Source: an optimization exercise on an open RTL-to-GDS flow (aim: small area and a short achievable clock period). Production flows keep margins and buffers that such runs may drop. Function was checked by simulation only, so behaviour that the tests miss may differ from the original. Power and IR drop assume default switching activity.

## flow/design.v (module list and top-level ports; edited modules follow where they fit)
// module fir: 2356 lines
// module fa: 4 lines
module fir(
    input clk,
    input signed [15:0] noisy_signal,
    output signed [15:0] filtered_signal
);
  // ...
==> flow/run.sh <==
#!/bin/bash
# synth_recipe.tcl (not shown) runs the flow's synth.tcl, then flattens the netlist and writes it again
# the make line also repeats each setting of config.mk as NAME=value (left out here)
make -C /OpenROAD-flow-scripts/flow DESIGN_CONFIG=/design/flow/config.mk WORK_HOME=/design/flow/orfs CLKGATE_MAP_FILE= SYNTH_SCRIPT=/design/flow/synth_recipe.tcl finish
==> flow/config.mk <==
export PLATFORM = sky130hd
export DESIGN_NAME = fir
export DESIGN_NICKNAME = fir
export VERILOG_FILES = /design/flow/design.v
export SDC_FILE = /design/flow/constraint.sdc
export NUM_CORES = 4
export LEC_CHECK = 0
export CAP_MARGIN = 20
export CORE_MARGIN = 2
export CORE_UTILIZATION = 65
export CTS_CLUSTER_DIAMETER = 100
export CTS_CLUSTER_SIZE = 20
export SETUP_SLACK_MARGIN = 4.0
export SLEW_MARGIN = 20
export SYNTH_HIERARCHICAL = 1
export SYNTH_MINIMUM_KEEP_SIZE = 0
==> flow/constraint.sdc <==
create_clock -name core_clock -period 6.0 [get_ports {clk}]
set_input_delay 1.2000 -clock core_clock [delete_from_list [all_inputs] [get_ports {clk}]]
set_output_delay 1.2000 -clock core_clock [all_outputs]
set_load 0.01 [all_outputs]
==> impl_metrics.tcl, run 1 <==
set metrics [dict create \
    fin_util_pct 73.9 \
    antenna_found_initial 0 \
    nMultiInputCombCells 733 \
    seq_area_share_pct 44.1 \
    grt_pass1_vias 11800 \
    multi_input_area_mm2 0.0115 \
    dp.cells 1872 \
    htreeDepth 1 \
    status "no timing/DRC/antenna violations" \
    synthTopCellsByArea "dfxtp_1 48%, fa_1 40%, ha_1 2.8%" \
    area_delta_synth_final_pct 11.9 \
    dr_wl_met3_um 1800 \
    synthAdderAreaFrac_pct 42.6 \
    seqPwrFrac_pct 40.8 \
    pwr-share-clk_pct 14.0 \
    clk_path_buf_depth 3 \
    die_w_um 189 \
    synth_compound_area_share_pct 3.38 \
    grt_util_met1_pct 39.1 \
    total_power_mw 14.7 \
    busiest_layer "met2" \
    rsz0062_at_grt "true" \
    cts_resized 189 \
    seqCellArea_mm2 0.0110 \
    timing.rr.end "p0_0[14]" \
    cts_sinks 536 \
]
==> run 2, diff against run 1 <==
--- a/flow/config.mk
+++ b/flow/config.mk
@@ -10,7 +10,7 @@
 export CORE_UTILIZATION = 65
 export CTS_CLUSTER_DIAMETER = 100
 export CTS_CLUSTER_SIZE = 20
-export SETUP_SLACK_MARGIN = 4.0
+export SETUP_SLACK_MARGIN = 3.8
 export SLEW_MARGIN = 20
 export SYNTH_HIERARCHICAL = 1
 export SYNTH_MINIMUM_KEEP_SIZE = 0
==> run 2 against run 1 <==
Still clean on timing, DRC and antenna. Sequential power barely moved. Register-to-register slack got worse by 0.02 ns. Via count decreased by 0.68%. Synthesized cell count stayed put. Non-clock buffer count fell by 25. First-iteration DRC count grew 4.4%. Cell count fell by 1.3%. Critical endpoint is now filtered_signal[14].
==> impl_metrics.tcl, run 2 <==
set metrics [dict create \
    maxSlewHeadroom_pct 64.5 \
    synthTopCellsByArea "dfxtp_1 48%, fa_1 40%, ha_1 2.8%" \
    final_cell_mix "506 x dfxtp_1, 438 x fa_1, 123 x inv_1" \
    clk_pin_slew_worst_paths_ns 0.09 \
    clk_path_buf_depth 3 \
    critPathKind "reg2out" \
    antenna_found_initial 1 \
    grt.total_usage_pct 26.7 \
    grt_pass1_vias 11800 \
    cp_slowest_cell "dfxtp_2" \
    via_per_inst 5.35 \
    overflow 0 \
    synth_edf_count 0 \
    worstRegToRegCells 8 \
    crit_chain "buf_6" \
    dpl_cell_area_mm2 0.0231 \
    top_layer_used "met4" \
    final_nets 1980 \
    critPathMaxFanout 1 \
    hp-class "reg2reg" \
    skew_ns 0.0211 \
    cp_slowest_stage_delay_ns 0.33 \
    final_layout_size_suffix_gt1_share_pct 8.76 \
    ir_drop_mv 0.316 \
    first_pass_iters 4 \
    layout_commonest_cell "dfxtp_1" \
    syn_avg_cell_area_um2 16.0 \
    cpLargestDelayFamily "flip-flops" \
    fin_tns_setup_ns 0 \
    worstReg2RegStart "r0[0]" \
    top_regs "p0_0 x17, p1_m1 x17" \
    setup_violations 0 \
    cp-start-kind "register" \
    drv_cap 0 \
    period_share_pct 37.0 \
    fin_util_pct 72.0 \
    r2r_setup_slack_ns 3.82 \
    finalWeightedCongestion 0.896 \
    endpoint_kind "output pin" \
    io_buffers 32 \
    rsz0062_at_grt "true" \
    area_delta_synth_final_pct 9.02 \
    p_leak_nw 10.0 \
    wl_met1_um 19400 \
    ys_types 51 \
    syn-num-nets 1900 \
    synth_most_common_cell "dfxtp_1" \
    path_buf_inv 1 \
    crit_required_ns 4.80 \
    met2_length_um 22100 \
    clock_latency_ns 0.59 \
    final_area_mm2 0.0242 \
    htreeDepth 1 \
    pre_cts_ws_ns 3.48 \
    fin_ws_ns 3.78 \
    p_per_area_mw_per_mm2 595 \
    async_flop_share_pct 0 \
    dieHeight_um 189 \
    min_path_cells 0 \
    netlist_top_cells_count "536 x dfxtp_1, 442 x fa_1, 123 x inv_1, 49 x ha_1, 34 x a21oi_1" \
    ys_warn_count 7 \
    vias 10300 \
    status "no timing/DRC/antenna violations" \
    synth_seq_cells 536 \
    drt-wirelength-per-cell_um 23.1 \
    cts_root_buffer "clkbuf_16" \
    ys.flop_type "dfxtp_1" \
    max_freq_mhz 450 \
    detailed_place_hpwl_um 36100 \
    grt_pass1_wl_um 69200 \
    total_power_mw 14.4 \
    fin_cells 1920 \
    final_antenna_net_count 0 \
    diodes 0 \
    die-area_mm2 0.0357 \
    final_hold_viol_count 0 \
    cts_made_buffers 30 \
    routed_wl_um 44300 \
    initial_core_util_pct 66.0 \
    io_pins 33 \
    report.final.slew_viol_count 0 \
    synthesis.area_mm2 0.0222 \
    syn-instance-count 1392 \
    grt_max_degree 21 \
    synth_top_area_share_pct 48.3 \
    timing.rr.end "p0_0[14]" \
    ys_seq_area_share_pct 48.3 \
    yosys.area.top_type "dfxtp_1" \
    die_w_um 189 \
    dr_wl_met3_um 1670 \
    crit_arrival_ns 1.02 \
    drt_iter0_markers 519 \
    rows 67 \
    drc_errors 0 \
    core_mm2 0.0336 \
    worstMarginPinSlew_ns 0.532 \
    hold_ws_ns 0.322 \
    hold_end "r5[9]" \
    dp.cells 1872 \
    min-delay-start "r4[9]" \
    tritoncts "built" \
    min_period_ns 2.22 \
    cts_sinks 536 \
    cts_hold_buf 0 \
]
run 2: cell count changes in the layout (fill, tap and decap cells not counted), sizes merged:
cell	before	now
buf	57	32
run 2: per-layer routing:
metal	track usage (%)	vias up
met5	0	-
met4	5.89	0
met3	2.25	64
met2	45.6	226
met1	38.1	5482
li1	-	4492
run 2: cell families (layout without fill, tap and decap cells):
group                      after synthesis  after routing  share of synthesized area [%]
muxes                                    1              1                         0.0451
AOI/OAI and AO/OA                      110            110                           3.38
and+or+nand+nor                         89             89                           1.92
other                                    1              1                         0.0169
buffers and inverters                  123            203                           2.08
xor gates and xnor gates                41             41                           1.62
DFF                                    536            536                           48.3
adders and majority gates              491            491                           42.6
run 2: worst max-delay path by stage:
stage	startpoint	end	slack [ns]	depth (start not counted)
2_1_floorplan	r0[0]	p0_0[14]	3.81	8
3_3_place_gp	q3_316	y[14]	3.55	8
3_5_place_dp	r0[0]	p1_m1[14]	3.48	8
4_1_cts	y[7]	filtered_signal[7]	3.75	1
5_1_grt	r0[0]	p0_0[14]	3.72	8
6_report	y[14]	filtered_signal[14]	3.78	1
run 2: timing repair:
action | in CTS | in global routing
pin swaps | 15 | 23
buffers inserted | 10 | 6
endpoints found under the setup margin | 35 | 52
hold endpoints to repair | 0 | 0
gates resized for setup | 93 | 44
run 2: layout make-up:
type | instances | area [um2]
fill | 2244 | 9410
timing repair buffer | 48 | 373
sequential | 536 | 10800
tap | 448 | 561
clock inverter | 1 | 30.0
multi-input combinational | 733 | 11200
inverter | 123 | 462
clock buffer | 31 | 776
run 2: where the power goes:
group          total (mW)  switching (mW)  internal, mW  leakage, nW
logic                6.40            3.30          3.09         5.11
registers            5.95           0.908          5.04         4.52
clock network        2.06            1.11         0.955        0.396
total                14.4            5.32          9.09         10.0
run 2: Yosys stat by module, one instance, submodules excluded:
| module | copies in the design | cells inside |
|---|---|---|
| fa | 439 | 1 |
| fir | 1 | 953 |
==> run 3, diff against run 2 <==
--- a/flow/config.mk
+++ b/flow/config.mk
@@ -10,7 +10,7 @@
 export CORE_UTILIZATION = 65
 export CTS_CLUSTER_DIAMETER = 100
 export CTS_CLUSTER_SIZE = 20
-export SETUP_SLACK_MARGIN = 3.8
+export SETUP_SLACK_MARGIN = 3.7
 export SLEW_MARGIN = 20
 export SYNTH_HIERARCHICAL = 1
 export SYNTH_MINIMUM_KEEP_SIZE = 0
==> run 3 against run 2 <==
Synthesized cell count did not move. Critical path depth up 6. Die area unchanged.
==> impl_metrics.tcl, run 3 <==
set metrics [dict create \
    routed_wl_um 43500 \
    min-delay-start "q0_200" \
    period_share_pct 37.4 \
    min_path_cells 0 \
    initial_core_util_pct 66.0 \
    ys_types 51 \
    synth_seq_cells 536 \
    layout_commonest_cell "dfxtp_1" \
    drv_cap 0 \
    final_antenna_net_count 0 \
    io_buffers 32 \
    synth_most_common_cell "dfxtp_1" \
    hold_end "q1_270" \
    ys_seq_area_share_pct 48.3 \
    die-area_mm2 0.0357 \
    die_w_um 189 \
    min_period_ns 2.25 \
    async_flop_share_pct 0 \
    worstRegToRegCells 7 \
    clk_pin_slew_worst_paths_ns 0.08 \
    synth_top_area_share_pct 48.3 \
    fin_util_pct 71.3 \
    synthesis.area_mm2 0.0222 \
    timing.rr.end "p1_m1[16]" \
    first_pass_iters 4 \
    syn-instance-count 1392 \
    rows 67 \
    fin_tns_setup_ns 0 \
    ir_drop_mv 0.271 \
    max_freq_mhz 445 \
    synth_edf_count 0 \
    p_per_area_mw_per_mm2 595 \
    finalWeightedCongestion 0.896 \
    via_per_inst 5.28 \
    cp-start-kind "register" \
    worstMarginPinSlew_ns 0.579 \
    clock_latency_ns 0.58 \
    final_cell_mix "531 x dfxtp_1, 440 x fa_1, 123 x inv_1" \
    grt.total_usage_pct 26.1 \
    grt_pass1_vias 11600 \
    grt_max_degree 21 \
    ys_warn_count 7 \
    dieHeight_um 189 \
    drt-wirelength-per-cell_um 22.8 \
    overflow 0 \
    syn-num-nets 1900 \
    skew_ns 0.0140 \
    cts_made_buffers 30 \
    worstReg2RegStart "r0[0]" \
    htreeDepth 1 \
    detailed_place_hpwl_um 36000 \
    endpoint_kind "register" \
    syn_avg_cell_area_um2 16.0 \
    final_layout_size_suffix_gt1_share_pct 5.54 \
    p_leak_nw 9.97 \
    drt_iter0_markers 460 \
    core_mm2 0.0336 \
    crit_arrival_ns 2.72 \
    grt_pass1_wl_um 67200 \
    drc_errors 0 \
    clk_path_buf_depth 3 \
    hp-class "reg2reg" \
    rsz0062_at_grt "true" \
    final_nets 1970 \
    final_hold_viol_count 0 \
    vias 10100 \
    setup_violations 0 \
    ys.flop_type "dfxtp_1" \
    top_regs "p0_0 x17, p1_m1 x17" \
    num-fill-cells 2252 \
    report.final.slew_viol_count 0 \
    crit_required_ns 6.47 \
    maxSlewHeadroom_pct 61.4 \
    tritoncts "built" \
    status "no timing/DRC/antenna violations" \
    diodes 0 \
    critPathMaxFanout 3 \
    yosys.area.top_type "dfxtp_1" \
    r2r_setup_slack_ns 3.75 \
    area_delta_synth_final_pct 7.91 \
    netlist_top_cells_count "536 x dfxtp_1, 442 x fa_1, 123 x inv_1, 49 x ha_1, 34 x a21oi_1" \
    synthTopCellsByArea "dfxtp_1 48%, fa_1 40%, ha_1 2.8%" \
    cts_hold_buf 0 \
    cts_root_buffer "clkbuf_16" \
    io_pins 33 \
    antenna_found_initial 2 \
    cts_sinks 536 \
    critPathKind "reg2reg" \
]
==> run 3: cell counts after synthesis <==
Identical to the previous run, type by type.
==> run 3: repair_timing <==
item,in CTS,in global routing
buffers inserted,5,1
gates resized for setup,80,12
setup endpoints to repair,26,10
pin swaps,8,4
==> run 3: per-module statistics from Yosys (local to each module, per instance) <==
module	cells inside	area [um2]	copies in the design	flip-flops and latches
fir	953	13400	1	536
fa	1	20.0	439	0
==> run 3: area by class of cell <==
cell class / instances / area, um2 / area share (%)
sequential: 536 / 10700 / 44.8
clock buffer: 31 / 776 / 3.24
timing repair buffer: 38 / 285 / 1.19
inverter: 123 / 462 / 1.93
clock inverter: 1 / 30.0 / 0.125
tap: 448 / 561 / 2.34
multi-input combinational: 733 / 11100 / 46.4
==> run 3: cells by family after synthesis <==
kind of cell / count (synthesis) / synth area share [%]
compound gates: 110 / 3.38
xor+xnor: 41 / 1.62
fa+ha+maj: 491 / 42.6
buf+inv: 123 / 2.08
flops: 536 / 48.3
mux: 1 / 0.0451
other cells: 1 / 0.0169
simple gates: 89 / 1.92
==> run 3: how the worst max path moves through the flow <==
stage,startpoint,end,slack (ns),cells past startpoint
6_report,r0[0],p1_m1[16],3.75,7
3_3_place_gp,r0[0],p0_0[14],3.46,8
2_1_floorplan,r0[0],p0_0[14],3.70,8
3_5_place_dp,r0[0],p0_0[14],3.40,8
4_1_cts,r0[0],p1_m1[14],3.72,8
5_1_grt,r0[0],p1_m1[14],3.67,8
==> run 3: report_power, final <==
part | internal, mW | switching (mW)
clock network | 0.955 | 1.08
logic | 3.02 | 3.28
registers | 5.03 | 0.887
total | 9.01 | 5.25
==> run 3: stage by stage <==
stage	area [um2]	hold slack, ns	instances	power, mW	setup WS (ns)
after floorplan	22200	0.310	1392	10.0	3.70
after global placement	23100	0.310	1872	12.0	3.46
after detailed placement	23100	0.312	1872	12.4	3.40
after CTS	23900	0.329	1909	14.4	3.72
after global routing	24000	0.335	1910	15.5	3.67
final	24000	0.327	1910	14.3	3.75
==> run 3: metal layers <==
layer / part of all wire [%] / GRT usage, %
met1: 44 / 35.8
met2: 49 / 44.7
met3: 4.3 / 3.65
met4: 2.8 / 6.82
met5: 0 / 0
==> run 3: worst max-delay path, cell delays in order (launching register included) <==
cell and delay [ns]:
dfxtp_4 0.38, ha_1 0.19, fa_1 0.23, a21oi_2 0.08, o21ai_1 0.32, a2111oi_2 0.13, or4_1 0.58, a41o_1 0.23
==> run 4, diff against run 3 <==
--- a/flow/config.mk
+++ b/flow/config.mk
@@ -7,10 +7,10 @@
 export LEC_CHECK = 0
 export CAP_MARGIN = 20
 export CORE_MARGIN = 2
-export CORE_UTILIZATION = 65
+export CORE_UTILIZATION = 72
 export CTS_CLUSTER_DIAMETER = 100
 export CTS_CLUSTER_SIZE = 20
-export SETUP_SLACK_MARGIN = 3.7
+export SETUP_SLACK_MARGIN = 3.9
 export SLEW_MARGIN = 20
 export SYNTH_HIERARCHICAL = 1
 export SYNTH_MINIMUM_KEEP_SIZE = 0
==> run 4 against run 3 <==
Still clean on timing, DRC and antenna. Synthesized area stayed put. Sequential power is 1% higher. Final area is 1.7% higher. Die area is 9.5% lower. Flip-flop and latch count stayed put. Worst hold slack better by 0.0017 ns. Global-route usage is 4.2 points higher. Total power is 2.8% higher. Cell count is 1.7% lower. Setup slack hardly changed. Wire length is 8.0% higher.
==> impl_metrics.tcl, run 4 <==
set metrics [dict create \
    clock_latency_ns 0.59 \
    initial_core_util_pct 72.8 \
    rsz0062_at_grt "true" \
    clk_path_buf_depth 3 \
    routed_wl_um 47000 \
    max_freq_mhz 445 \
    cts_root_buffer "clkbuf_16" \
    worstRegToRegCells 8 \
    synth_seq_cells 536 \
    top_regs "p0_0 x17, p1_m1 x17" \
    grt.total_usage_pct 30.3 \
    diodes 0 \
    dieHeight_um 180 \
    crit_cells 8 \
    ys.flop_type "dfxtp_1" \
    syn-num-nets 1900 \
    critPathKind "reg2reg" \
    vias 10500 \
    drv_cap 0 \
    p_per_area_mw_per_mm2 601 \
    synth_edf_count 0 \
    final_cell_mix "473 x dfxtp_1, 434 x fa_1, 123 x inv_1" \
    grt_max_degree 21 \
    crit_arrival_ns 2.72 \
    ir_drop_mv 0.328 \
    via_per_inst 5.62 \
    cp_slowest_stage_delay_ns 0.37 \
    final_antenna_net_count 0 \
    cp_slowest_cell "dfxtp_4" \
    synth_top_area_share_pct 48.3 \
    drt-wirelength-per-cell_um 25.0 \
    worstMarginPinSlew_ns 0.536 \
    path_buf_inv 0 \
    hp-class "reg2reg" \
    synthesis.area_mm2 0.0222 \
    skew_ns 0.0182 \
    maxSlewHeadroom_pct 64.2 \
    layout_commonest_cell "dfxtp_1" \
    min_period_ns 2.25 \
    grt_pass1_vias 12300 \
    min_path_cells 0 \
    die-area_mm2 0.0323 \
    p_leak_nw 10.1 \
    final_hold_viol_count 0 \
    cp-start-kind "register" \
    crit_required_ns 6.47 \
    async_flop_share_pct 0 \
    first_pass_iters 4 \
    overflow 0 \
    synth_most_common_cell "dfxtp_1" \
    period_share_pct 37.4 \
    fin_tns_setup_ns 0 \
    yosys.area.top_type "dfxtp_1" \
    status "no timing/DRC/antenna violations" \
    drc_errors 0 \
    detailed_place_hpwl_um 36100 \
    ys_warn_count 7 \
    rows 64 \
    setup_violations 0 \
    antenna_found_initial 0 \
    die_w_um 180 \
    finalWeightedCongestion 0.919 \
    final_nets 1989 \
    ys_seq_area_share_pct 48.3 \
    crit_top_cell "o21ai_2" \
    ys_types 51 \
    area_delta_synth_final_pct 9.79 \
    synthTopCellsByArea "dfxtp_1 48%, fa_1 40%, ha_1 2.8%" \
    final_layout_size_suffix_gt1_share_pct 12.4 \
    crit_chain "ha_4 -> fa_2 -> a21oi_4 -> o21ai_2 -> a221o_1 -> a221oi_2 -> o21ai_2 -> xor2_1" \
    endpoint_kind "register" \
    cts_made_buffers 30 \
    io_buffers 32 \
    htreeDepth 1 \
    cpLargestDelayFamily "compound AO/OA/AOI/OAI gates" \
    syn_avg_cell_area_um2 16.0 \
    drt_iter0_markers 610 \
    netlist_top_cells_count "536 x dfxtp_1, 442 x fa_1, 123 x inv_1, 49 x ha_1, 34 x a21oi_1" \
    io_pins 33 \
    fin_util_pct 79.9 \
    grt_pass1_wl_um 72000 \
    syn-instance-count 1392 \
    core_mm2 0.0305 \
    tritoncts "built" \
    report.final.slew_viol_count 0 \
    critPathMaxFanout 2 \
    clk_pin_slew_worst_paths_ns 0.08 \
    cts_sinks 536 \
]
## run 4: cell counts after synthesis
No cell type changed its count.
## run 4: final cells by class
class / count / area (um2)
Inverter: 123 / 462
Fill cell: 1601 / 6130
Sequential cell: 536 / 10800
Clock buffer: 31 / 776
Clock inverter: 1 / 30.0
Tap cell: 396 / 495
Timing Repair Buffer: 57 / 480
Multi-Input combinational cell: 733 / 11300
## run 4: metrics by stage
step	setup WS [ns]	area, um2	hold slack (ns)	total power, mW	instances
6_report	3.75	24400	0.329	14.7	1877
5_1_grt	3.69	24400	0.336	15.9	1877
4_1_cts	3.74	24000	0.331	14.6	1864
3_5_place_dp	3.59	23000	0.312	12.4	1820
3_3_place_gp	3.63	23000	0.310	12.0	1820
2_1_floorplan	3.89	22200	0.310	10.0	1392
## run 4: path summary, 6_finish.rpt
check | start | end | slack, ns
hold / removal | r1[9] | r2[9] | 0.33
hold reg to reg | r1[9] | r2[9] | 0.33
setup reg to reg | r0[0] | p0_0[14] | 3.75
setup / recovery | r0[0] | p0_0[14] | 3.75
## run 4: where the power goes
part,leakage [nW],switching (mW),total (mW),internal (mW)
registers,4.53,0.924,5.98,5.05
logic,5.17,3.42,6.63,3.21
clock network,0.396,1.10,2.05,0.954
## run 4: repair_timing
action	4_1_cts	5_1_grt
setup endpoints to repair	86	50
buffers inserted	12	13
pin swaps	20	28
resized for setup	129	65
hold buffers	0	0
## run 4: modules after synthesis (local to each module, per instance)
module,area (um2),flops+latches,copies in the design
fa,20.0,0,439
fir,13400,536,1
## run 4: cells by family after synthesis
| group | synth area share [%] |
|---|---|
| buffers and inverters | 2.08 |
| flip-flops | 48.3 |
| adder cells (fa/ha/maj) | 42.6 |
| other | 0.0169 |
| XOR/XNOR | 1.62 |
| AND/OR/NAND/NOR | 1.92 |
| multiplexers | 0.0451 |
| AO/OA/AOI/OAI | 3.38 |
## run 4: per-layer routing
metal	GRT usage [%]	part of all wire (%)
met3	3.16	4.5
met2	53.5	52
met5	0	0
met1	40.6	40
met4	9.24	3.5
==> run 5, diff against run 4 <==
--- a/flow/config.mk
+++ b/flow/config.mk
@@ -7,7 +7,7 @@
 export LEC_CHECK = 0
 export CAP_MARGIN = 20
 export CORE_MARGIN = 2
-export CORE_UTILIZATION = 72
+export CORE_UTILIZATION = 65
 export CTS_CLUSTER_DIAMETER = 100
 export CTS_CLUSTER_SIZE = 20
 export SETUP_SLACK_MARGIN = 3.9
==> run 5 against run 4 <==
Setup slack improved by 0.037 ns. Combinational power fell by 0.9%. Clock skew fell by 0.0064 ns. Fmax rose by 1.7%. Cell count rose by 2.9%. Worst hold slack got worse by 0.0072 ns. Via count fell by 2.6%. Register-to-register slack improved by 0.06 ns. Critical path depth fell by 7. Sequential power barely moved. Total power fell by 0.70%. Global-route usage fell by 3.8 points.
==> impl_metrics.tcl, run 5 <==
set metrics [dict create \
    status "no timing/DRC/antenna violations" \
    io_buffers 32 \
    critPathKind "reg2out" \
    io_pins 33 \
    fin_tns_setup_ns 0 \
    drc_errors 0 \
    skew_ns 0.0118 \
    synth_most_common_cell "dfxtp_1" \
    worstMarginPinSlew_ns 0.607 \
    rsz0062_at_grt "true" \
    tritoncts "built" \
    ys_seq_area_share_pct 48.3 \
    ys.flop_type "dfxtp_1" \
    min_path_cells 0 \
    crit_chain "buf_6" \
    synthTopCellsByArea "dfxtp_1 48%, fa_1 40%, ha_1 2.8%" \
    p_leak_nw 10.1 \
    setup_violations 0 \
    worstRegToRegCells 8 \
    finalWeightedCongestion 0.894 \
    vias 10300 \
    total_power_mw 14.6 \
    routed_wl_um 44400 \
    final_area_mm2 0.0245 \
    synth_edf_count 0 \
    min_period_ns 2.21 \
    grt.total_usage_pct 26.5 \
    ys_types 51 \
    pwr-share-clk_pct 14.0 \
    antenna_found_initial 0 \
    detailed_place_hpwl_um 35900 \
    switching_power_mw 5.33 \
    final_antenna_net_count 0 \
    cp_slowest_cell "dfxtp_2" \
    final_layout_size_suffix_gt1_share_pct 12.6 \
    drt_iter0_markers 501 \
    clk_pin_slew_worst_paths_ns 0.09 \
    diodes 0 \
    area_delta_synth_final_pct 10.3 \
    synth_top_area_share_pct 48.3 \
    syn_avg_cell_area_um2 16.0 \
    overflow 0 \
    p_sw_share_pct 36.6 \
    grt_pass1_vias 11500 \
    hp-class "reg2reg" \
    syn-instance-count 1392 \
    layout_commonest_cell "dfxtp_1" \
    core_mm2 0.0336 \
    cts_sinks 536 \
    final_cell_mix "478 x dfxtp_1, 436 x fa_1, 123 x inv_1" \
    worstReg2RegStart "r0[0]" \
    synthesis.area_mm2 0.0222 \
    async_flop_share_pct 0 \
    ir_drop_mv 0.309 \
    drv_cap 0 \
    final_nets 1992 \
    dieHeight_um 189 \
    cp-start-kind "register" \
    crit_required_ns 4.80 \
    top_regs "p0_0 x17, p1_m1 x17" \
    endpoint_kind "output pin" \
    via_per_inst 5.32 \
    cts_made_buffers 30 \
    final_hold_viol_count 0 \
    p_per_area_mw_per_mm2 594 \
    path_buf_inv 1 \
    dpl_cell_area_mm2 0.0231 \
    min-delay-start "r4[9]" \
    synth_seq_cells 536 \
    ys_warn_count 7 \
    grt_pass1_wl_um 68400 \
    drt-wirelength-per-cell_um 23.0 \
    r2r_setup_slack_ns 3.81 \
    power_frac_comb_pct 45.1 \
    yosys.area.top_type "dfxtp_1" \
    initial_core_util_pct 66.0 \
    die_w_um 189 \
    htreeDepth 1 \
    clk_path_buf_depth 3 \
    report.final.slew_viol_count 0 \
    hold_ws_ns 0.322 \
    hold_end "r5[9]" \
    max_freq_mhz 452 \
    critPathMaxFanout 1 \
    crit_arrival_ns 1.01 \
    p_int_mw 9.22 \
    netlist_top_cells_count "536 x dfxtp_1, 442 x fa_1, 123 x inv_1, 49 x ha_1, 34 x a21oi_1" \
    cpLargestDelayFamily "flip-flops" \
    period_share_pct 36.8 \
    rows 67 \
    seqPwrFrac_pct 40.9 \
    first_pass_iters 4 \
    timing.rr.end "p0_0[14]" \
    grt_max_degree 21 \
    maxSlewHeadroom_pct 59.4 \
    cts_root_buffer "clkbuf_16" \
    cp_slowest_stage_delay_ns 0.33 \
    syn-num-nets 1900 \
    cts_hold_buf 0 \
    die-area_mm2 0.0357 \
    clock_latency_ns 0.58 \
]
[run 5: cell types whose count changed in the layout (fill, tap and decap cells not counted), moves of 3 or more]
cell and delta:
dfxtp_4 -5, ha_1 -3, dfxtp_1 +5, a21oi_4 +3
buf_4 +3
[run 5: repair_timing]
| item | 4_1_cts | 5_1_grt |
|---|---|---|
| setup endpoints to repair | 73 | 53 |
| buffers inserted | 23 | 5 |
| gates resized for setup | 124 | 65 |
| pin swaps | 20 | 26 |
[run 5: through the flow]
stage / cells / util (%) / setup WS [ns]
6_report: 1932 / 72.8 / 3.79
5_1_grt: 1932 / 72.8 / 3.72
4_1_cts: 1927 / 71.9 / 3.75
3_5_place_dp: 1872 / 68.8 / 3.53
3_3_place_gp: 1872 / 68.8 / 3.61
2_1_floorplan: 1392 / - / 3.89
[run 5: cell type report]
cell class	count	area [um2]
multi-input cells	733	11400
fillers	2183	9130
repair buffers	60	478
inverters	123	462
clock inverters	1	30.0
flip-flops and latches	536	10800
well taps	448	561
clock buffers	31	776
[run 5: kinds of logic (layout without fill, tap and decap cells)]
family,count (synthesis),count (layout),share of synthesized area [%]
buffers and inverters,123,215,2.08
XOR/XNOR,41,41,1.62
flip-flops,536,536,48.3
multiplexers,1,1,0.0451
AO/OA/AOI/OAI,110,110,3.38
AND/OR/NAND/NOR,89,89,1.92
adder cells (fa/ha/maj),491,491,42.6
other,1,1,0.0169
[run 5: worst max path at each step]
stage,depth (start not counted),end,from
after detailed placement,7,p1_m1[14],r0[1]
after CTS,1,filtered_signal[14],y[14]
after global placement,6,p1_m1[16],r0[1]
after global routing,8,p0_0[14],r0[0]
final,1,filtered_signal[10],y[10]
after floorplan,8,p0_0[14],r0[0]
[run 5: Yosys stat by module, one instance, submodules excluded]
module  area, um2  flip-flops and latches  times used
fir         13400                     536           1
fa           20.0                       0         439
[run 5: routing by layer]
metal | global-route usage (%) | part of all wire [%]
met1 | 37.6 | 44
met2 | 45.0 | 50
met4 | 5.50 | 1.9
met3 | 3.41 | 4.4
met5 | 0 | 0
[run 5: power groups by stage]
stage          Combinational, mW  Clock, mW  Sequential (mW)
6_report                    6.57       2.04             5.95
5_1_grt                     7.57       2.22             6.09
4_1_cts                     6.40       2.10             5.97
3_5_place_dp                6.25          0             6.03
3_3_place_gp                6.03          0             6.01
2_1_floorplan               4.25          0             5.76
==> run 6, diff against run 5 <==
--- a/flow/config.mk
+++ b/flow/config.mk
@@ -9,8 +9,8 @@
 export CORE_MARGIN = 2
 export CORE_UTILIZATION = 65
 export CTS_CLUSTER_DIAMETER = 100
-export CTS_CLUSTER_SIZE = 20
-export SETUP_SLACK_MARGIN = 3.9
+export CTS_CLUSTER_SIZE = 25
+export SETUP_SLACK_MARGIN = 3.8
 export SLEW_MARGIN = 20
 export SYNTH_HIERARCHICAL = 1
 export SYNTH_MINIMUM_KEEP_SIZE = 0
==> run 6 against run 5 <==
Die area stayed put. Worst hold slack improved by 0.011 ns. Clock-buffer cell count shrank 6. Register-to-register slack hardly changed. Total power decreased by 2.5%. First-iteration DRC count grew 3.4%. Setup slack better by 0.0068 ns. Clock power shrank about 10%. Critical path type unchanged. Critical endpoint is now filtered_signal[14]. Fmax increased by 0.31%. Still clean on timing, DRC and antenna. Final area fell by 1.8%. Sequential power barely moved. Wire length down 0.96%.
==> impl_metrics.tcl, run 6 <==
set metrics [dict create \
    crit_chain "buf_6" \
    r2r_setup_slack_ns 3.81 \
    finalWeightedCongestion 0.896 \
    skew_ns 0.0217 \
    timing.rr.end "p0_0[14]" \
    cp_slowest_stage_delay_ns 0.33 \
    detailed_place_hpwl_um 36100 \
    overflow 0 \
    critPathMaxFanout 1 \
    final_layout_size_suffix_gt1_share_pct 8.54 \
    worstReg2RegStart "r0[0]" \
    synthesis.area_mm2 0.0222 \
    cpLargestDelayFamily "flip-flops" \
    dieHeight_um 189 \
    min_path_cells 0 \
    yosys.area.top_type "dfxtp_1" \
    synth_most_common_cell "dfxtp_1" \
    antenna_found_initial 1 \
    syn-num-nets 1900 \
    cts_sinks 536 \
    synth_edf_count 0 \
    netlist_top_cells_count "536 x dfxtp_1, 442 x fa_1, 123 x inv_1, 49 x ha_1, 34 x a21oi_1" \
    rows 67 \
    die_w_um 189 \
    final_nets 1972 \
    grt_pass1_wl_um 68600 \
    clock_latency_ns 0.58 \
    final_area_mm2 0.0240 \
    die-area_mm2 0.0357 \
    final_cell_mix "504 x dfxtp_1, 438 x fa_1, 123 x inv_1" \
    cp-start-kind "register" \
    crit_required_ns 4.80 \
    via_per_inst 5.33 \
    fin_util_pct 71.5 \
    grt.total_usage_pct 26.5 \
    core_mm2 0.0336 \
    drc_errors 0 \
    rsz0062_at_grt "true" \
    ys_types 51 \
    fin_tns_setup_ns 0 \
    crit_arrival_ns 1.00 \
    maxSlewHeadroom_pct 64.6 \
    initial_core_util_pct 66.0 \
    grt_max_degree 26 \
    synthTopCellsByArea "dfxtp_1 48%, fa_1 40%, ha_1 2.8%" \
    synth_top_area_share_pct 48.3 \
    hp-class "reg2reg" \
    synth_seq_cells 536 \
    cts_made_buffers 25 \
    ys.flop_type "dfxtp_1" \
    cts_root_buffer "clkbuf_16" \
    ys_warn_count 7 \
    async_flop_share_pct 0 \
    area_delta_synth_final_pct 8.26 \
    clk_path_buf_depth 3 \
    p_leak_nw 9.94 \
    hold_end "r2[15]" \
    tritoncts "built" \
    routed_wl_um 44000 \
    ys_seq_area_share_pct 48.3 \
    drv_cap 0 \
    final_antenna_net_count 0 \
    total_power_mw 14.2 \
    drt-wirelength-per-cell_um 23.0 \
    layout_commonest_cell "dfxtp_1" \
    final_hold_viol_count 0 \
    report.final.slew_viol_count 0 \
    cp_slowest_cell "dfxtp_2" \
    endpoint_kind "output pin" \
    worstRegToRegCells 8 \
    drt_iter0_markers 518 \
    min-delay-start "r1[15]" \
    io_pins 33 \
    max_freq_mhz 454 \
    dpl_cell_area_mm2 0.0231 \
    syn-instance-count 1392 \
    p_per_area_mw_per_mm2 590 \
    syn_avg_cell_area_um2 16.0 \
    first_pass_iters 4 \
    period_share_pct 36.7 \
    diodes 0 \
    min_period_ns 2.20 \
    io_buffers 32 \
    worstMarginPinSlew_ns 0.530 \
    grt_pass1_vias 11700 \
    top_regs "p0_0 x17, p1_m1 x17" \
    htreeDepth 1 \
    path_buf_inv 1 \
    ir_drop_mv 0.330 \
    clk_pin_slew_worst_paths_ns 0.10 \
    vias 10200 \
    status "no timing/DRC/antenna violations" \
    critPathKind "reg2out" \
    setup_violations 0 \
    hold_ws_ns 0.333 \
]
==> run 6: cell counts after synthesis <==
Identical to the previous run, type by type.
==> run 6: cell type report <==
| type | count | area, um2 |
|---|---|---|
| timing repair buffer | 45 | 350 |
| sequential | 536 | 10800 |
| clock buffer | 25 | 626 |
| clock inverter | 2 | 25.0 |
| inverter | 123 | 462 |
| tap | 448 | 561 |
| fill | 2249 | 9580 |
| multi-input combinational | 733 | 11200 |
==> run 6: kinds of logic after synthesis <==
group	after synthesis	synth area share, %
adder cells (fa/ha/maj)	491	42.6
multiplexers	1	0.0451
AO/OA/AOI/OAI	110	3.38
AND/OR/NAND/NOR	89	1.92
XOR/XNOR	41	1.62
flip-flops	536	48.3
buffers and inverters	123	2.08
other	1	0.0169
==> run 6: worst max path at each step <==
stage / startpoint / to / cells past startpoint
3_5_place_dp: r0[0] / p1_m1[14] / 8
6_report: y[14] / filtered_signal[14] / 1
3_3_place_gp: q3_316 / y[14] / 8
4_1_cts: r0[0] / p0_0[14] / 8
2_1_floorplan: r0[0] / p0_0[14] / 8
5_1_grt: r0[0] / p0_0[14] / 8
==> run 6: power breakdown <==
| group | leakage, nW | switching [mW] | internal (mW) | total [mW] |
|---|---|---|---|---|
| combinational | 5.10 | 3.31 | 3.10 | 6.42 |
| clock | 0.320 | 1.07 | 0.756 | 1.83 |
| sequential | 4.52 | 0.906 | 5.04 | 5.94 |
| total | 9.94 | 5.29 | 8.90 | 14.2 |
==> run 6: per-stage QoR <==
stage | setup WS [ns] | instances
6_report | 3.80 | 1912
5_1_grt | 3.71 | 1912
4_1_cts | 3.75 | 1909
3_5_place_dp | 3.48 | 1872
3_3_place_gp | 3.55 | 1872
2_1_floorplan | 3.81 | 1392
==> run 6: Yosys stat by module (local to each module, per instance) <==
module  flip-flops and latches  cells  area [um2]  copies in the design
fa                           0      1        20.0                   439
fir                        536    953       13400                     1
==> run 6: layer usage <==
metal | track usage (%) | share of wire (%) | vias to the layer above
met3 | 2.35 | 3.1 | 63
met5 | 0 | 0 | -
li1 | - | - | 4474
met1 | 37.6 | 44 | 5440
met2 | 45.3 | 50 | 207
met4 | 6.07 | 2.5 | 0
==> run 6: timing repair <==
action / 4_1_cts / 5_1_grt
resized for setup: 94 / 47
hold buffers: 0 / 0
endpoints found under the setup margin: 36 / 48
buffers inserted: 10 / 3
cloned: 0 / 0
pin swaps: 15 / 21
==> run 7, diff against run 6 <==
--- a/flow/config.mk
+++ b/flow/config.mk
@@ -7,7 +7,7 @@
 export LEC_CHECK = 0
 export CAP_MARGIN = 20
 export CORE_MARGIN = 2
-export CORE_UTILIZATION = 65
+export CORE_UTILIZATION = 58
 export CTS_CLUSTER_DIAMETER = 100
 export CTS_CLUSTER_SIZE = 25
 export SETUP_SLACK_MARGIN = 3.8
==> run 7 against run 6 <==
Still clean. Sequential share of layout area decreased by 0.083 points. Setup slack got worse by 0.0098 ns. Synthesized area stayed put. Fmax decreased by 0.44%. Worst hold slack lost 0.0040 ns. Largest power group unchanged. Core utilization fell by 7.5 points. Total power about the same. Critical path type unchanged. Wire length up 2.9%. Die area up 12%. Flip-flop and latch count is the same. Via count decreased by 1.9%.
==> impl_metrics.tcl, run 7 <==
set metrics [dict create \
    status "no timing/DRC/antenna violations" \
    ir_drop_mv 0.344 \
    drv_cap 0 \
    setup_violations 0 \
    crit_arrival_ns 1.01 \
    fin_tns_setup_ns 0 \
    hp-class "reg2reg" \
    worstMarginPinSlew_ns 0.581 \
    final_cell_mix "495 x dfxtp_1, 439 x fa_1, 123 x inv_1" \
    syn-instance-count 1392 \
    core_mm2 0.0377 \
    first_pass_iters 4 \
    synth_seq_cells 536 \
    final_layout_size_suffix_gt1_share_pct 8.73 \
    ys_seq_area_share_pct 48.3 \
    period_share_pct 36.9 \
    area_delta_synth_final_pct 8.57 \
    crit_chain "buf_6" \
    rsz0062_at_grt "true" \
    die_w_um 200 \
    rows 71 \
    cp_slowest_cell "dfxtp_2" \
    cts_made_buffers 25 \
    maxSlewHeadroom_pct 61.2 \
    die-area_mm2 0.0399 \
    antenna_found_initial 3 \
    clk_path_buf_depth 3 \
    drc_errors 0 \
    path_buf_inv 1 \
    ys_warn_count 7 \
    top_regs "p0_0 x17, p1_m1 x17" \
    timing.rr.end "p0_0[14]" \
    vias 9993 \
    synthesis.area_mm2 0.0222 \
    drt-wirelength-per-cell_um 22.9 \
    clk_pin_slew_worst_paths_ns 0.10 \
    cp_slowest_stage_delay_ns 0.33 \
    final_nets 1974 \
    ys.flop_type "dfxtp_1" \
    grt_pass1_vias 11300 \
    io_buffers 32 \
    initial_core_util_pct 58.9 \
    overflow 0 \
    worstRegToRegCells 8 \
    netlist_top_cells_count "536 x dfxtp_1, 442 x fa_1, 123 x inv_1, 49 x ha_1, 34 x a21oi_1" \
    skew_ns 0.0257 \
    crit_cells 1 \
    cts_root_buffer "clkbuf_16" \
    max_freq_mhz 452 \
    synthTopCellsByArea "dfxtp_1 48%, fa_1 40%, ha_1 2.8%" \
    p_leak_nw 9.96 \
    cts_hold_buf 0 \
    diodes 0 \
    cts_sinks 536 \
    cpLargestDelayFamily "flip-flops" \
    grt_pass1_wl_um 68700 \
    routed_wl_um 45300 \
    htreeDepth 1 \
    syn_avg_cell_area_um2 16.0 \
    cp-start-kind "register" \
    final_hold_viol_count 0 \
    detailed_place_hpwl_um 37600 \
    p_per_area_mw_per_mm2 589 \
    synth_edf_count 0 \
    syn-num-nets 1900 \
    grt_max_degree 26 \
    yosys.area.top_type "dfxtp_1" \
    drt_iter0_markers 382 \
    dpl_cell_area_mm2 0.0232 \
    critPathKind "reg2out" \
    grt.total_usage_pct 24.6 \
    critPathMaxFanout 1 \
    worstSetupEndpoint "filtered_signal[7]" \
    final_antenna_net_count 0 \
    final_area_mm2 0.0241 \
    worstReg2RegStart "r0[0]" \
    async_flop_share_pct 0 \
    dieHeight_um 200 \
    report.final.slew_viol_count 0 \
    min_period_ns 2.21 \
    clock_latency_ns 0.58 \
    num-fill-cells 2862 \
    layout_commonest_cell "dfxtp_1" \
    endpoint_kind "output pin" \
    via_per_inst 5.05 \
    startpoint "y[7]" \
    tritoncts "built" \
    synth_most_common_cell "dfxtp_1" \
    r2r_setup_slack_ns 3.82 \
    crit_required_ns 4.80 \
    io_pins 33 \
    synth_top_area_share_pct 48.3 \
    finalWeightedCongestion 0.859 \
    ys_types 51 \
]
## run 7: worst min path at each step
stage	from	end	slack, ns	depth (start not counted)
2_1_floorplan	qm1_89	q0_133	0.31	0
3_3_place_gp	r1[15]	r2[15]	0.31	0
3_5_place_dp	qm1_90	q0_134	0.31	0
4_1_cts	r4[9]	r5[9]	0.33	0
5_1_grt	r7[1]	r8[1]	0.34	0
6_report	r4[9]	r5[9]	0.33	0
## run 7: final cells by class
type                    count  area, um2  share of cell area (%)
clock buffers              25        626                    2.60
clock inverters             2       25.0                   0.104
inverters                 123        462                    1.92
multi-input cells         733      11200                    46.3
flip-flops and latches    536      10800                    44.8
well taps                 511        639                    2.65
repair buffers             47        409                    1.70
## run 7: what timing repair did
| item | CTS | global route |
|---|---|---|
| setup buffers | 10 | 5 |
| resized for setup | 94 | 53 |
| setup endpoints to repair | 42 | 51 |
| pin swaps | 16 | 15 |
## run 7: per-stage QoR
step	instances	worst slack [ns]	utilization (%)	power, mW	hold slack, ns
final	1977	3.79	64.0	14.2	0.329
after global routing	1977	3.73	64.0	15.6	0.341
after CTS	1972	3.70	63.5	14.3	0.328
after detailed placement	1935	3.53	61.5	12.5	0.312
after global placement	1935	3.55	61.5	12.2	0.309
after floorplan	1392	3.81	-	10.0	0.310
## run 7: power breakdown
part	switching (mW)	internal, mW	total [mW]
combinational	3.30	3.11	6.41
clock	1.08	0.757	1.84
sequential	0.900	5.04	5.94
total	5.28	8.91	14.2
## run 7: cells by family after synthesis
kind of cell / after synthesis / synth area share (%)
flops: 536 / 48.3
mux: 1 / 0.0451
other cells: 1 / 0.0169
fa+ha+maj: 491 / 42.6
xor+xnor: 41 / 1.62
simple gates: 89 / 1.92
compound gates: 110 / 3.38
buf+inv: 123 / 2.08
## run 7: modules after synthesis, one instance, submodules excluded
| module | flip-flops and latches | times used | cells inside |
|---|---|---|---|
| fa | 0 | 439 | 1 |
| fir | 536 | 1 | 953 |
## run 7: per-layer routing
layer  GRT usage [%]  vias to the layer above  wire, um  part of all wire (%)
met2            42.2                      184     22900                    51
met1            33.7                     5260     19600                    43
met5               0                        -         0                     0
met3            2.82                       75      1480                   3.3
met4            6.78                        0      1290                   2.9
li1                -                     4474         -                     -

## what the ideal ports hide
In the flow no input, the clock included, has a driving cell. The finished layouts below were timed again as built, in two steps. Step 1 sets driving cells, clkbuf_16 on the clock port and buf_2 on the other inputs (assumed; they add their load-dependent delay and slew). Step 2 times the ports against the registers' clock, not the clock port: input delays grow and output delays shrink by t, the midpoint of the rising clock arrivals with the driver on. a / b / c = no drivers / after step 1 / after step 2; a / b = the first two.
| run | shift t [ns] | slack for setup (ns) | worst slew at a driven data input, ns | cell pins on the clock port's net |
|---|---|---|---|---|
| run 1 | 0.621 | 3.788 / 3.736 / 3.835 | 0.04 | 1 |
| run 2 | 0.632 | 3.778 / 3.726 / 3.819 | 0.04 | 1 |
| run 3 | 0.623 | 3.754 / 3.735 / 3.754 | 0.04 | 1 |
| run 4 | 0.633 | 3.753 / 3.723 / 3.753 | 0.03 | 1 |
| run 5 | 0.623 | 3.790 / 3.738 / 3.811 | 0.04 | 1 |
| run 6 | 0.619 | 3.797 / 3.746 / 3.812 | 0.04 | 1 |
| run 7 | 0.627 | 3.787 / 3.732 / 3.823 | 0.04 | 1 |
After both steps setup and hold are still met in every run listed.
